Source: an optimization exercise on an open RTL-to-GDS flow (aim: small area). Production flows keep margins and buffers that such runs may drop.
Function was checked by simulation only, so behaviour that the tests miss may differ from the original.
Power and IR drop assume default switching activity.

### flow/run.sh
#!/bin/bash
# synth_recipe.tcl (not shown) runs the flow's synth.tcl, then flattens the netlist and writes it again
# the make line also repeats each setting of config.mk as NAME=value (left out here)
make -C /OpenROAD-flow-scripts/flow DESIGN_CONFIG=/design/flow/config.mk WORK_HOME=/design/flow/orfs CLKGATE_MAP_FILE= SYNTH_SCRIPT=/design/flow/synth_recipe.tcl finish
### flow/config.mk
export PLATFORM = sky130hd
export DESIGN_NAME = Game
export DESIGN_NICKNAME = Game
export VERILOG_FILES = /design/flow/design.v
export SDC_FILE = /design/flow/constraint.sdc
export NUM_CORES = 4
export LEC_CHECK = 0
export CAP_MARGIN = 20
export CORE_MARGIN = 2
export CORE_UTILIZATION = 40
export SLEW_MARGIN = 20
### flow/constraint.sdc
create_clock -name core_clock -period 5.0 [get_ports {clk}]
set_input_delay 1.0000 -clock core_clock [delete_from_list [all_inputs] [get_ports {clk}]]
set_output_delay 1.0000 -clock core_clock [all_outputs]
set_load 0.01 [all_outputs]
### flow/design.v
module keypad_Interface(clk, rst, col_in, row_out, enc_out, pressed);
		input clk, rst;
		input [3:0] col_in;
		output [3:0] row_out;
		output [3:0] enc_out;
		output pressed;
		wire [7:0] keypad_code;   
		Keypad keypad_sweep(clk,rst,col_in,row_out,keypad_code, pressed);
		Keypad_Encoder keypad_enc(keypad_code, enc_out);
endmodule
module Freq_Keypad(clk, rst ,keypad_clk, keypad_tick);
		parameter period = 64;
		input clk,rst;
		output reg keypad_clk;
		output keypad_tick;
		assign keypad_tick = ~keypad_clk & ~rst & (i >= (period/2)) & (i < period);
		integer i;
		always@(posedge clk)begin
		if(rst) begin
				i <= 0;
				keypad_clk <= 1'b0;
				end
		else if(i<(period/2))begin
				keypad_clk <= 1'b0;
				i <= i +1;
		end
		else if(i<period)begin
				keypad_clk <= 1'b1;
				i <= i +1;		
        end
		else begin
		i <= 0;
		keypad_clk <= 1'b0;
end
		end
endmodule
module  Keypad( clk, rst, in, row_sweep,press_pos, pressed );
		input clk, rst;
		input [3:0] in;
		output [3:0] row_sweep;  
		output [7:0]press_pos;
		output  pressed;
     	reg [3:0] row_next, row_current;
		reg [7:0] press_pos; 
		wire freq4keypad, keypad_tick;
		Freq_Keypad freq_key(clk,rst,freq4keypad,keypad_tick);
		wire [3:0] db_column_in;
		wire db_pressed;
		debounce_counter db_cnt(clk,rst,in,db_column_in, db_pressed);
		assign pressed = db_pressed;
		always@(posedge clk)begin
				if(rst) row_current <= 4'b1110;
				else if(keypad_tick) row_current <= row_next;
		end
		always@(*)begin
				if(rst)
				row_next = 4'b1101;
				else if( ~pressed )
				row_next = {row_current[0],row_current[3:1]};
				else
				row_next = row_current;
		end
        assign row_sweep = row_current;
		always@(*)begin
				if(rst) press_pos = 8'b11111111;
				else if( db_pressed ) begin
				press_pos = {db_column_in,row_sweep};
				end
				else press_pos = 8'b11111111; 
		end
endmodule
module Keypad_Encoder(in,out);
		input [7:0] in;
		output reg [3:0] out;
		always@(*) begin
				case(in)
				8'b0111_1110  : out =  4'b0;
				8'b1011_1110   : out =  4'd1;
				8'b1011_1101   : out =  4'd2;
				8'b1011_1011 : out =  4'd3;
				8'b1101_1110  : out =  4'd4;
				8'b1101_1101  : out =  4'd5;
				8'b1101_1011   : out =  4'd6;
				8'b1110_1110 : out =  4'd7;
				8'b1110_1101 : out =  4'd8;
				8'b1110_1011  : out =  4'd9;
				8'b0111_1101 : out =  4'd10;
				8'b0111_1011 : out =  4'd11;
				8'b1011_0111 : out =  4'd13;
				default : out = 4'b1111;
		endcase
		end
endmodule
module debounce_counter(clk,rst,in,press_col,pressed);
input rst,clk;
input [3:0] in;
output [3:0] press_col;
output reg pressed;
reg [5:0] count;
		always@(posedge clk)begin
				if(rst)count <= 6'd0;
				else if(&in == 'd0 && ~pressed ) count <= count +1;  
				else if(&in == 'd0 && pressed ) count <= 6'd30;
				else if(&in == 1'b1) count <= 0;
				else count <=0;
		end
		always@(*)begin
				if(rst) pressed = 1'b0;
				else if	(&in == 1'b1) pressed = 1'b0;
				else if (count == 6'd30) pressed = 1'b1;
				else pressed = 1'b0;
		end
		assign press_col = (pressed)? in : 4'b1111;
endmodule
module fsm(		
				clk,
				set,
				input_value,
				start,
				end_transmission,
				rst,
				mode,
				data_out,
				slave_select,
				begin_transmission,
				state
				);
parameter input_size = 16;
parameter out_size = 152;
input clk,set,start,rst,end_transmission;
input [1:0]     mode;                                                                         
input [input_size-1:0]	input_value;  
output reg [out_size-1:0] data_out;
output reg slave_select, begin_transmission;
wire  [31:0] ascii_out;  
output reg [5:0] state;  
reg [input_size-1 :0] set_value;
reg  end_display;
reg [2:0] current_state, next_state;
reg [26:0] delay_cnt;
parameter delay_cnt_max =  27'd200;
		ascii_encoder decode4 ( set_value[15:12], ascii_out[31:24]);
		ascii_encoder decode3 ( set_value[11:8],  ascii_out[23:16]);
		ascii_encoder decode2 ( set_value[7:4],   ascii_out[15:8]);
		ascii_encoder decode1 ( set_value[3:0],   ascii_out[7:0]);
		always@(posedge clk)begin
				if(rst)
						current_state <= 3'd0;
                else
						current_state <= next_state;
		end
		always@(*)begin
				if(rst)begin
						next_state = 3'd0;
				end
				else begin
						case(current_state) 
						3'd0 : 
									if(start && set)
										next_state = 3'd1;
								    else
										next_state = current_state;
						3'd1:
								    if(end_display)
										next_state = 3'd2;
								    else
										next_state = current_state;
						3'd2: 
										if(delay_cnt == delay_cnt_max)
												next_state = 3'd3;
										else
												next_state = current_state;
						3'd3:
										next_state = 3'd0;
						default:
										next_state = current_state;
						endcase
				end
		end
		always@(*)begin
				case(current_state)
						3'd1:
										if(end_transmission == 1'b1)
												end_display = 1'b1;
										else
												end_display = 1'b0;
						default:
										end_display = 1'b0;
				endcase
		end
		reg [input_size-1:0] set_value_q;
		always@(posedge clk) set_value_q <= set_value;
		always@(*)begin
		if(rst) set_value[input_size-1:0] = 'd0;
		else if(set)
				set_value[input_size-1:0] = input_value[input_size-1:0];
		else	set_value[input_size-1:0] = set_value_q;
		end
		always@(posedge clk)begin
				if(rst) slave_select <= 1'b1;
				else slave_select <= 1'b0;
		end
always@(posedge clk)begin
		if(rst) data_out[out_size-1:0] <= 'd0;
		else  begin
				case(mode)
		2'd0: data_out[out_size-1:0] <= {24'h1B5B6A,ascii_out[31:24],ascii_out[23:16],ascii_out[15:8],ascii_out[7:0],88'h2020202020202020202020,8'h00};
		2'd1: data_out[out_size-1:0] <= {144'h1B5B6A_434F4E47524154554C4154494F4E53,8'h00};
		2'd2: data_out[out_size-1:0] <= {24'h1B5B6A,ascii_out[31:24],ascii_out[23:16],ascii_out[15:8],ascii_out[7:0],16'h2020,56'H414E532D534554,16'H2020,8'h00};
        2'd3: data_out[out_size-1:0] <= {24'h1B5B6A,ascii_out[31:24],ascii_out[23:16],ascii_out[15:8],ascii_out[7:0],88'h202054525920414741494E,8'h00};
				default:
						data_out[out_size-1 : 0] <= {24'h1B5B6A,40'h4552524F52,80'h20202020202020202020,8'h00};
		endcase
		end
end
reg  first_begin_done, first_begin_done_q;
always@(posedge clk) first_begin_done_q <= first_begin_done;
always@(*)begin
		if(current_state == 3'd1)begin
		    		if(begin_transmission == 1'b1)
						first_begin_done = 1'b1;
				    else 
						first_begin_done = first_begin_done_q;
		end
		else
						first_begin_done = 1'b0;
end
reg [3:0] end_buf;
always@(posedge clk)begin
				if(rst) end_buf[3:0] <= 4'b0;
				else begin
						end_buf[0] <= end_transmission;
						end_buf[3:1] <= end_buf [2:0];
				end
end
		always@(posedge clk)begin
		   case(current_state)
				3'd1:
								if(end_display == 1'b1) 
										begin_transmission <= 1'b0;
								else if(end_display == 'd0 && first_begin_done == 1'b0) 
										begin_transmission <= 1'b1;
								else
										begin_transmission <= 1'b0;
				default:
								begin_transmission <= 1'b0;
		   endcase
		end
		always@(posedge clk)begin
				if(rst)
						delay_cnt <= 'd0;
				else begin
						case(current_state)
								3'd2:  
												 if(delay_cnt < delay_cnt_max)
														delay_cnt <= delay_cnt + 'd1;
												 else
														delay_cnt <= 'd0;
										default:
												delay_cnt <= 'd0;
						endcase
				end
		end
		always@(*)begin
				if(rst)begin
						state = 6'b0;
				end
				else begin
						case(current_state) 
						3'd0 : 
										state = 6'b000_001;
						3'd1:
										state = 6'b000_010;
						3'd2: 
										state = 6'b000_100;
						3'd3:
										state = 6'b001_000;
						default:
										state = 6'b111_111;
						endcase
				end
		end
endmodule
module ascii_encoder(in, out);
		input [3:0] in;  
		output reg [7:0] out;
		reg [5:0] digit1;
		always@(in)begin
				digit1  = in;
		end
		always@(*)begin
				case(digit1)
					4'd0 : out[7:0] =  8'b0011_0000;
                    4'd1 : out[7:0] =  8'b0011_0001;
                    4'd2 : out[7:0] =  8'b0011_0010;
                    4'd3 : out[7:0] =  8'b0011_0011;
                    4'd4 : out[7:0] =  8'b0011_0100;
                    4'd5 : out[7:0] =  8'b0011_0101;
                    4'd6 : out[7:0] =  8'b0011_0110;
                    4'd7 : out[7:0] =  8'b0011_0111;
                    4'd8 : out[7:0] =  8'b0011_1000;
                    4'd9 : out[7:0] =  8'b0011_1001;
				  4'b1010: out[7:0] =  8'h41;
				  4'b1011: out[7:0] =  8'h42;   
				default :
						out[7:0] = 8'h20;
				endcase
		end
endmodule
module spi_interface(
    clk,
    rst,
    send_data,
    begin_transmission,
    slave_select,
    miso,
    end_transmission,
    mosi,
    sclk
    );
parameter datasize = 152;
    input clk;
    input rst;
    input [datasize-1:0] send_data;
    input begin_transmission;
    input slave_select;
    input miso;
    output end_transmission;
    output mosi;
    output sclk;
	wire sclk;
	reg mosi, end_transmission;
	parameter [1:0] stateIdle = 0,
						 stateRxTx = 1,
						 stateHold = 2;
	reg [1:0] STATE;
	parameter [11:0] SPI_CLK_COUNT_MAX = 12'H002;			 
	reg [11:0] spi_clk_count;
	reg sclk_buffer;
	reg sclk_previous;
	parameter [7:0] RX_COUNT_MAX = 8'd152;
	reg [7:0] rx_count;
	reg [datasize-1:0] shift_register;
	assign sclk = sclk_previous;
	always @(posedge clk) begin
			if(rst == 1'b1) begin
					mosi <= 1'b1;
					STATE <= stateIdle;
					shift_register <= 'd0;
					end_transmission <= 1'b0;
					rx_count <= 8'h0;
			end
			else begin
					case(STATE)
							stateIdle : begin
									end_transmission <= 1'b0;
									if(begin_transmission == 1'b1) begin
											STATE <= stateRxTx;
											rx_count <= 8'h0;
											shift_register <= send_data;
									end
							end
							stateRxTx : begin
									if(rx_count < RX_COUNT_MAX) begin
											if(sclk_previous == 1'b1 && sclk_buffer == 1'b0) begin
													mosi <= shift_register[datasize-1];
											end
											else if(sclk_previous == 1'b0 && sclk_buffer == 1'b1) begin
													shift_register[datasize-1:1] <= shift_register[datasize-2:0];
													shift_register[0] <= miso;
													rx_count <= rx_count + 1'b1;
											end
									end
									else begin
											STATE <= stateHold;
											end_transmission <=1'b1;
									end
							end
							stateHold : begin
									end_transmission <= 1'b0;
									if(slave_select == 1'b1) begin
											mosi <= 1'b1;
											STATE <= stateIdle;
									end
									else if(begin_transmission == 1'b1) begin
											STATE <= stateRxTx;
											rx_count <= 4'h0;
											shift_register <= send_data;
									end
							end
							default : begin
							end
					endcase
			end
	end
	always @(posedge clk) begin
			if(rst == 1'b1) begin
					sclk_previous <= 1'b1;
					sclk_buffer <= 1'b0;
					spi_clk_count <= 12'h000;
			end
			else if(STATE == stateRxTx) begin
					if(spi_clk_count == SPI_CLK_COUNT_MAX) begin
							sclk_buffer <= ~sclk_buffer;
							spi_clk_count <= 12'h000;
					end
					else begin
							sclk_previous <= sclk_buffer;
							spi_clk_count <= spi_clk_count + 1'b1;
					end
			end
			else begin
					sclk_previous <= 1'b1;
			end
	end
endmodule
module display(
				clk,
				set,
				input_value, 
				start,
				rst,
				mode,
				ss,
				mosi,
				miso,
				sclk,
				state
				);
		input clk, set, start,rst;
	    input [15:0] input_value;
		input miso;
		input [1:0]mode;
		output ss,mosi,sclk;
		output  [5:0] state;
		wire  end_transmission;
		wire  [151:0] data_out;
		wire begin_transmission;
		fsm MasterFSM(clk,set,input_value,start,end_transmission,rst,mode, data_out, ss ,begin_transmission, state );
		spi_interface spi(clk,rst,data_out,begin_transmission,ss,miso,end_transmission,mosi,sclk);
endmodule
module keyin_counter(clk,off,enc_in,pressed,op,value_out,mode,keyin_state);
input clk,off,pressed;
input [3:0] enc_in;
input [1:0] op;
output  [15:0] value_out;
output reg [1:0] mode;
output reg [2:0] keyin_state;  
reg [2:0] c_state , n_state;
reg [3:0] keyin [4:0];
always@(posedge clk)begin
		if(off) c_state <= 3'd1;
		else c_state <= n_state;
end
always@(*)begin
		if(off) n_state <= 3'd1;
		else begin
				case(c_state)
				3'd1: begin
								if(~pressed && keyin[4] != 4'hf)n_state <= 3'd2;
								else n_state <= c_state;
						end
				3'd2: begin
								if(~pressed && keyin[3] != 4'hf)n_state <= 3'd3;
								else n_state <= c_state;
						end
				3'd3: begin
								if(~pressed && keyin[2] != 4'hf)n_state <= 3'd4;
								else n_state <= c_state;
						end
				3'd4: begin
								if(~pressed && keyin[1] != 4'hf)n_state <= 3'd5;
								else n_state <= c_state;
						end
				3'd5: begin
								if(~pressed && keyin[0] != 4'hf)n_state <= 3'd6;
								else n_state <= c_state;
						end
				3'd6: 
								n_state <= c_state;
				default:
								n_state <= c_state;
				endcase
		end
end
		always@(posedge clk)begin
				if(off) {keyin[4],keyin[3],keyin[2],keyin[1],keyin[0]} <= 20'hfffff;
				else begin
						case(c_state)
								3'd1:
												keyin[4] <= pressed ? enc_in : keyin[4];
								3'd2:
												keyin[3] <= pressed ? enc_in : keyin[3];
								3'd3:
												keyin[2] <= pressed ? enc_in : keyin[2];
								3'd4:
												keyin[1] <= pressed ? enc_in : keyin[1];
								3'd5:
												keyin[0] <= (pressed && enc_in == 4'd13) ? enc_in : keyin[0];
						default:
												{keyin[4],keyin[3],keyin[2],keyin[1],keyin[0]} <= {keyin[4],keyin[3],keyin[2],keyin[1],keyin[0]};			
						endcase
				end
		end	
		assign		value_out = {keyin[4],keyin[3],keyin[2],keyin[1]};
		always@(posedge clk)begin
				if(off) mode <= 2'd0;
				else begin
				case(c_state)
								3'd1:	mode <= 2'd0;
								3'd2: mode <= 2'd0;
								3'd3: mode <= 2'd0;
								3'd4: mode <= 2'd0;
								3'd5:	mode <= op;
								3'd6: mode <= op;
						default :
								mode <= 2'd0;
				endcase
				end
		end
always@(*)begin
		case(c_state)
								3'd1:  keyin_state = 3'd1;
								3'd2:  keyin_state = 3'd2;  
								3'd3:  keyin_state = 3'd3;
								3'd4:  keyin_state = 3'd4;
								3'd5:  keyin_state = 3'd5;
								3'd6: keyin_state = 3'd6;
						default:
										keyin_state = 3'd7;  
		endcase
end
endmodule
module core_fsm(clk,rst,pressed,key_in_state,value_out,key_in_mode,display_state,
				off,core_op,core_mode,set,start,core_value_out);
input clk,rst,pressed;
input [2:0] key_in_state;
input [15:0] value_out;
input [1:0] key_in_mode;
input [5:0] display_state;
output reg off,set,start;
output reg [1:0] core_op, core_mode;
output reg [15:0] core_value_out;
reg [2:0] c_state, n_state;
wire  again;
reg  [15:0] solution, guess_value;
wire [3:0] num_A, num_B;
checkout comput(rst,solution,guess_value,again,num_A,num_B);
always@(posedge clk)begin
		if(rst) core_value_out <= 16'hffff;
		else begin
				case(c_state)
				3'd0:	core_value_out <= value_out;
				3'd1:	core_value_out <= value_out;
				3'd2: core_value_out <= 16'hffff;
				3'd3:  core_value_out <= {num_A,4'd10,num_B,4'd11};
				3'd4: core_value_out <= 16'hffff;
				default:
								core_value_out <= 16'hffff;
				endcase
		end
end
always@(posedge clk)begin
		if(rst) solution <= 16'b0;
		else if(	(c_state == 3'd0) &&	(key_in_state == 'd5) )
				solution[15:0] <= value_out[15:0];
		else solution[15:0] <= solution[15:0];
end
always@(posedge clk)begin
		if(rst) guess_value <= 16'b0;
		else if(	(c_state == 3'd1) &&	(key_in_state == 'd5) )
				guess_value[15:0] <= value_out[15:0];
		else guess_value[15:0] <= guess_value[15:0];
end
always@(posedge clk)begin
		if(rst) begin
				core_op <= 2'd0;  core_mode <= 2'd0;
		end
		else begin
				case(c_state)
						3'd0: begin
										core_op <= 2'd2;
										core_mode <= key_in_mode;
						end				
						3'd1  : begin
										core_op <= 2'd0;
										core_mode <= key_in_mode;
						end
						3'd3: begin
										core_op <= 2'd0;
										core_mode <= 2'd3;
						end				
						3'd4  : begin
										core_op <= 2'd0; 
										core_mode <= 2'd1;
						end
						default:		begin
										core_op <= core_op;
										core_mode <= core_mode;
						end
				endcase
		end
end
always@(posedge clk)begin
		if(rst) begin
						set <= 'b0;
						start <= 'b0;
		end
		else begin
				case(c_state)
						3'd0: begin
										set <= 'b1; start<= 'b1;
						end				
						3'd1: begin
										set <= 'b1; start <='b1;
						end
						3'd3: begin
										set <= 'b1; start<= 'b1;
						end				
						3'd4  : begin
										set <= 'b1; start <= 'b1;
						end
						default:		begin
										set <= 'b0; start <= 'b0;
						end
				endcase
		end
end
always@(posedge clk)begin
		if(rst) off <= 'b1;
		else begin
				case(c_state)
						3'd0:	if(key_in_state == 3'd6) 
												off<= 1'b1;
										else 
												off<= 1'b0;
						3'd1  : if(key_in_state == 3'd6) 
												off<= 1'b1;
										else 
												off <= 1'b0;
						default:		
												off<= 1'b1;
				endcase
		end
end
always@(posedge clk)begin
		if(rst) c_state <= 3'd0;
		else c_state <= n_state;
end
always@(posedge clk)begin
		if(rst) n_state <= 3'd0;
		else begin
				case(c_state)
						3'd0:	if(key_in_state == 3'd6)n_state <= 3'd1;
										else n_state <= c_state;
						3'd1:	if(key_in_state == 3'd6)n_state <= 3'd2;
										else n_state <= c_state;
						3'd2:	if(again) n_state <= 3'd3;
										else if( ~again) n_state <= 3'd4;
										else n_state <= c_state;
						3'd3:  if(pressed) n_state <= 3'd1;
										else n_state <= c_state;
						3'd4:	if(pressed) n_state <= 3'd0;
										else n_state <= c_state;
						default:		n_state <= c_state;
				endcase
		end
end
endmodule
module checkout(rst,solution,guess_value,again,num_A,num_B);
input rst;
input [15:0] solution,guess_value;
output again;
output reg [3:0] num_A , num_B;
reg [3:0] allmatch [3:0];
reg [3:0] B_match [11:0];
always@(*)begin
		if(solution[15:12] == guess_value[15:12]) allmatch[3] <= 3'd1;
		else allmatch[3] <= 3'd0;
		if(solution[11:8] == guess_value[11:8]) allmatch[2] <= 3'd1;
		else allmatch[2] <= 3'd0;
		if(solution[7:4] == guess_value[7:4]) allmatch[1] <= 3'd1;
		else allmatch[1] <= 3'd0;
		if(solution[3:0] == guess_value[3:0]) allmatch[0] <= 3'd1;
		else allmatch[0] <= 3'd0;
end
always@(*)begin
		num_A = allmatch[3] + allmatch[2] + allmatch[1] + allmatch[0];
end
always@(*)begin
		if(solution[11:8] == guess_value[15:12])  B_match[2] <= 3'd1;   else B_match[2] <= 3'd0;
		if(solution[7:4]  == guess_value[15:12])  B_match[1] <= 3'd1;   else B_match[1] <= 3'd0;
		if(solution[3:0 ] == guess_value[15:12])  B_match[0] <= 3'd1;   else B_match[0] <= 3'd0;
		if(solution[15:12] == guess_value[11:8])  B_match[5] <= 3'd1;   else B_match[5] <= 3'd0;
		if(solution[7:4]   == guess_value[11:8])  B_match[4] <= 3'd1;   else B_match[4] <= 3'd0;
		if(solution[3:0 ]  == guess_value[11:8])  B_match[3] <= 3'd1;   else B_match[3] <= 3'd0;
		if(solution[15:12] == guess_value[7:4])  B_match[8] <= 3'd1;   else B_match[8] <= 3'd0;
		if(solution[11:8]  == guess_value[7:4])  B_match[7] <= 3'd1;   else B_match[7] <= 3'd0;
		if(solution[3:0 ]  == guess_value[7:4])  B_match[6] <= 3'd1;   else B_match[6] <= 3'd0;
		if(solution[15:12] ==guess_value[3:0])  B_match[11] <= 3'd1;   else B_match[11] <= 3'd0;
		if(solution[11:8]  ==guess_value[3:0])  B_match[10] <= 3'd1;   else B_match[10] <= 3'd0;
		if(solution[7:4]   ==guess_value[3:0])  B_match[9] <= 3'd1;    else B_match[9] <= 3'd0;
end
always@(*)begin
		num_B = B_match[0] +  
				B_match[1] + 
		        B_match[2] + 
				B_match[3] + 
				B_match[4] + 
				B_match[5] + 
				B_match[6] + 
				B_match[7] + 
				B_match[8] + 
				B_match[9] + 
				B_match[10]+ 
				B_match[11]; 
end
assign  again = (num_A == 'd4) ?  'b0 : 'b1;
endmodule
module Game(clk,rst,col_in,row_out,miso,ss,mosi,sclk,physical_keyin_state);
input clk,rst;
input [3:0] col_in;
input miso;
output [3:0] row_out;
output ss,mosi,sclk;
output reg [5:0] physical_keyin_state;
wire pressed;
wire [15:0] value_out,core_value_out;
wire [3:0] enc_out;
wire [2:0] keyin_state;
wire [5:0] display_state;
wire [1:0] key_in_mode,core_op,core_mode;
wire off;
reg key_in_off;
wire set,start;
keypad_Interface keypad1(clk,rst,col_in,row_out,enc_out,pressed);
keyin_counter keyin_cnt(clk,key_in_off,enc_out,pressed,core_op,value_out,key_in_mode,keyin_state);
core_fsm  core_fsm(clk,rst,pressed,keyin_state,value_out,key_in_mode,display_state,
				off,core_op,core_mode,set,start,core_value_out);
display disp(clk,set,core_value_out,start,rst,core_mode, ss,mosi,miso,sclk,display_state);
always@(*)begin
		if(enc_out == 'd14)
				key_in_off = 1'b1;
		else
				key_in_off = off;
end
always@(*)begin
		if(rst) physical_keyin_state[5:0] = 6'b111111;
		else begin
				case(keyin_state)
						'd1:	physical_keyin_state[5:0] = 6'b000001;
						'd2:	physical_keyin_state[5:0] = 6'b000010;
						'd3:	physical_keyin_state[5:0] = 6'b000100;
						'd4:	physical_keyin_state[5:0] = 6'b001000;
						'd5:	physical_keyin_state[5:0] = 6'b010000;
						'd6:	physical_keyin_state[5:0] = 6'b100000;
				default:
								physical_keyin_state[5:0] = 6'b111111;
				endcase
		end
end
endmodule
==> run summary <==
Die Y=208 um; critical path arrival=4.56 ns; Initial Utilization=0.406; CTS Buf Count=42; Design Power=~8.7 mW; synthesized flop and latch total=just under 400; status=complete, no violations; Antenna Nets Post-Route=0; HPWL Detailed=23.3 mm; Area Growth Syn to Fin=11.1%; CTS sink count=391; PortBufs=19; setup bufs post-CTS=0; critical path type=flop to flop; Clock Latency Late Sink=0.55 ns; Synth top cells by count=dfxtp_1 (391), nor2_1 (309), clkbuf_1 (115), a211oi_1 (109), nand2_1 (106); initial antenna violation count=0; Routed WL per cell=15.6 um; Finish-stage setup viols=0; area leader, netlist=dfxtp_1; sw frac=0.294; largest net degree at the start of global routing=137; clk_skew=0.0193 ns; post-synth top area share=0.471; # hold bufs at CTS=0; power per cell area=472 nW/um2; Critical Path Fanout Max=5; clock power share=0.363; Int Power=6.15 mW; Ant. Diodes=0; asr flop ratio synth=0; count leader, synth=dfxtp_1; io pins=20; Hold WC Path Type=flop to flop; drt total wl=36.7 mm; Clock transition at path regs=0.06 ns; Hold WS=0.431 ns; Final Critical Period=4.16 ns; peak per-stage delay on the critical path=about 0.56 ns; routability cong.=around 0.84; iteration-0 DRC count of the detailed router=811; Worst Tran Pin Value=between 1 and 1.5 ns; Setup WS post-layout=around 0.84 ns; Reg power frac=0.433; number of vias in the routed layout=12533; startpoint types=flop; Post-synth EDFFs=0; All-Layer GR Usage=0.169; Post-Syn Area per Cell=8.93 um2; Overflow after GRT=0; drt drc=0; Distinct cells, synth=75; Lkg Pwr=6.79 nW; Mapped Cells=1860; Yosys Warn Count=14; CTS tree=done; Fmax=240 MHz; core footprint=40900 um2; highest-delay cell along the critical path=fa_1; share of cells above drive strength 1=0.0604; root buffer cell=clkbuf_16; count of final max-slew check failures=0; setup TNS=0 ns; Via density=5.32; DIE AREA=43200 um2; CTS resizes=0; final hold vios=0; Critical Path, Cell by Cell=xnor2_1 > nand4_1 > fa_1 > fa_1 > fa_1 > fa_1 > inv_1 > ha_1 > fa_1 > xor2_1 > o22ai_1 > nand2_1; RSZ-0062 raised after global routing=false; Peak VDD IR=0.348 mV; Rows=74; Die X-Extent=about 210 um; mapped cell area=16600 um2; Clock Tree Buf Depth=3; synth top area cells=dfxtp_1 (47%), nor2_1 (7.0%), a211oi_1 (4.9%); vias in the first global route=about 12000; drt first pass iters=6; H-tree Lvls=2; first-pass GRT wire length=61.8 mm; crit end category=flop; Maximum Capacitance Violations=0; dpl ws=0.832 ns; Seq/Total Area, Yosys=0.471; Max-slew headroom=0.239; final period utilization=0.832; CP required=5.40 ns; Post-synth top flop=dfxtp_1; Gate power share=0.204; switching pwr=2.57 mW; Final #Nets=1837; cell mode on critical path=fa_1
## final timing paths
path	from	to	slack (ns)	depth (start not counted)
setup / recovery	core_fsm.solution[2]$_SDFFE_PP0P_	core_fsm.core_value_out[6]$_SDFF_PP1_	0.84	12
hold / removal	disp.MasterFSM.first_begin_done_q$_DFF_P_	disp.MasterFSM.begin_transmission$_SDFF_PN0_	0.43	1
setup reg to reg	core_fsm.solution[2]$_SDFFE_PP0P_	core_fsm.core_value_out[6]$_SDFF_PP1_	0.84	12
hold reg to reg	disp.MasterFSM.first_begin_done_q$_DFF_P_	disp.MasterFSM.begin_transmission$_SDFF_PN0_	0.43	1
## flip-flops by register name (all words and copies together), names as in the netlist, 12 cells and up
signal and cells:
keyin_cnt.keyin 20, core_fsm.guess_value 16, disp.MasterFSM.data_out 39, keypad1.keypad_sweep.freq_key.i 32, disp.MasterFSM.delay_cnt 27, disp.MasterFSM.set_value_q 16
disp.spi.spi_clk_count 12, core_fsm.solution 16, disp.spi.shift_register 152, core_fsm.core_value_out 16
## cell type report
class,count,area (um2)
flip-flops and latches,391,7830
clock inverters,13,200
inverters,29,109
clock buffers,61,1210
fillers,3944,22500
multi-input cells,1300,8160
well taps,532,666
repair buffers,28,287
## cells in the final DEF (no fill, tap or decap), types with 11 or more instances in the layout
cell,Yosys,routed
nor3_1,96,96
nand2_1,106,106
nor4_1,30,30
inv_1,29,29
dfxtp_1,391,391
clkdlybuf4s50_1,0,18
xnor2_1,63,63
a22oi_1,51,51
nor2_1,309,308
or2_2,12,12
clkbuf_16,0,43
conb_1,1,19
nor2b_1,28,27
and3_1,14,14
o21ai_0,26,26
nand4_1,35,35
a211oi_1,109,109
xor2_1,63,63
ha_1,30,29
mux2i_1,68,68
nand3_1,41,41
clkbuf_1,115,11
a21oi_1,62,62
## power by group through the flow
stage          sequential [mW]  combinational (mW)  clock [mW]
5_1_grt                   3.83                2.02        3.38
4_1_cts                   3.77                1.79        3.25
3_5_place_dp              3.83                1.78           0
3_3_place_gp              3.82                1.74           0
6_report                  3.77                1.77        3.17
2_1_floorplan             3.77                1.45           0
## stage by stage
step	instances	instance area, um2	utilization
after detailed placement	2280	17000	0.417
final	2354	18500	0.451
after global routing	2354	18500	0.451
after CTS	2354	18500	0.451
after global placement	2280	17000	0.417
after floorplan	1878	16700	-
## worst max-delay path, delay by kind of cell, from the launching register on
kind,cells,cell delay [ns]
and+or+nand+nor,2,0.26
buffers and inverters,1,0.04
DFF,1,0.48
adders and majority gates,6,2.76
xor gates and xnor gates,2,0.34
AOI/OAI and AO/OA,1,0.14
## per-layer routing
metal / share of wire / global-route usage / vias to the layer above
met1: 0.49 / 0.233 / 5921
met5: 0 / 0 / -
met3: 0.037 / 0.0297 / 50
li1: - / - / 6362
met2: 0.45 / 0.271 / 200
met4: 0.020 / 0.0470 / 0
## kinds of logic after synthesis
family                   after synthesis  synth area share
adder cells (fa/ha/maj)               38            0.0322
buffers and inverters                187            0.0449
AND/OR/NAND/NOR                      726             0.207
XOR/XNOR                             126            0.0664
AO/OA/AOI/OAI                        321             0.136
other                                  1          0.000226
multiplexers                          70            0.0423
flip-flops                           391             0.471

## re-timing with driven ports
How much do the figures lean on ideal ports? The routed layout below was timed once more, with nothing changed but the port constraints. Step 1: set_driving_cell puts a clkbuf_16 on clk and a buf_2 on each other input, an assumption about the parent block. Step 2 moves the port delays by t, midway between the first and last clock arrival at a register: inputs arrive t later, outputs are due t later. That takes back most of the time a late clock gives input paths. Slacks: no drivers / after step 1 / after step 2; pairs: no drivers / after step 1.
shift t [ns]: 0.594
slack for setup (ns): 0.839 / 0.839 / 0.839
worst register clock-pin slew, ns: 0.06 / 0.06
cell pins on the clock port's net: 1
After both steps this run still meets setup and hold. The setup slack of this run moves by 0.000 ns with the drivers and by 0.000 ns with both steps.
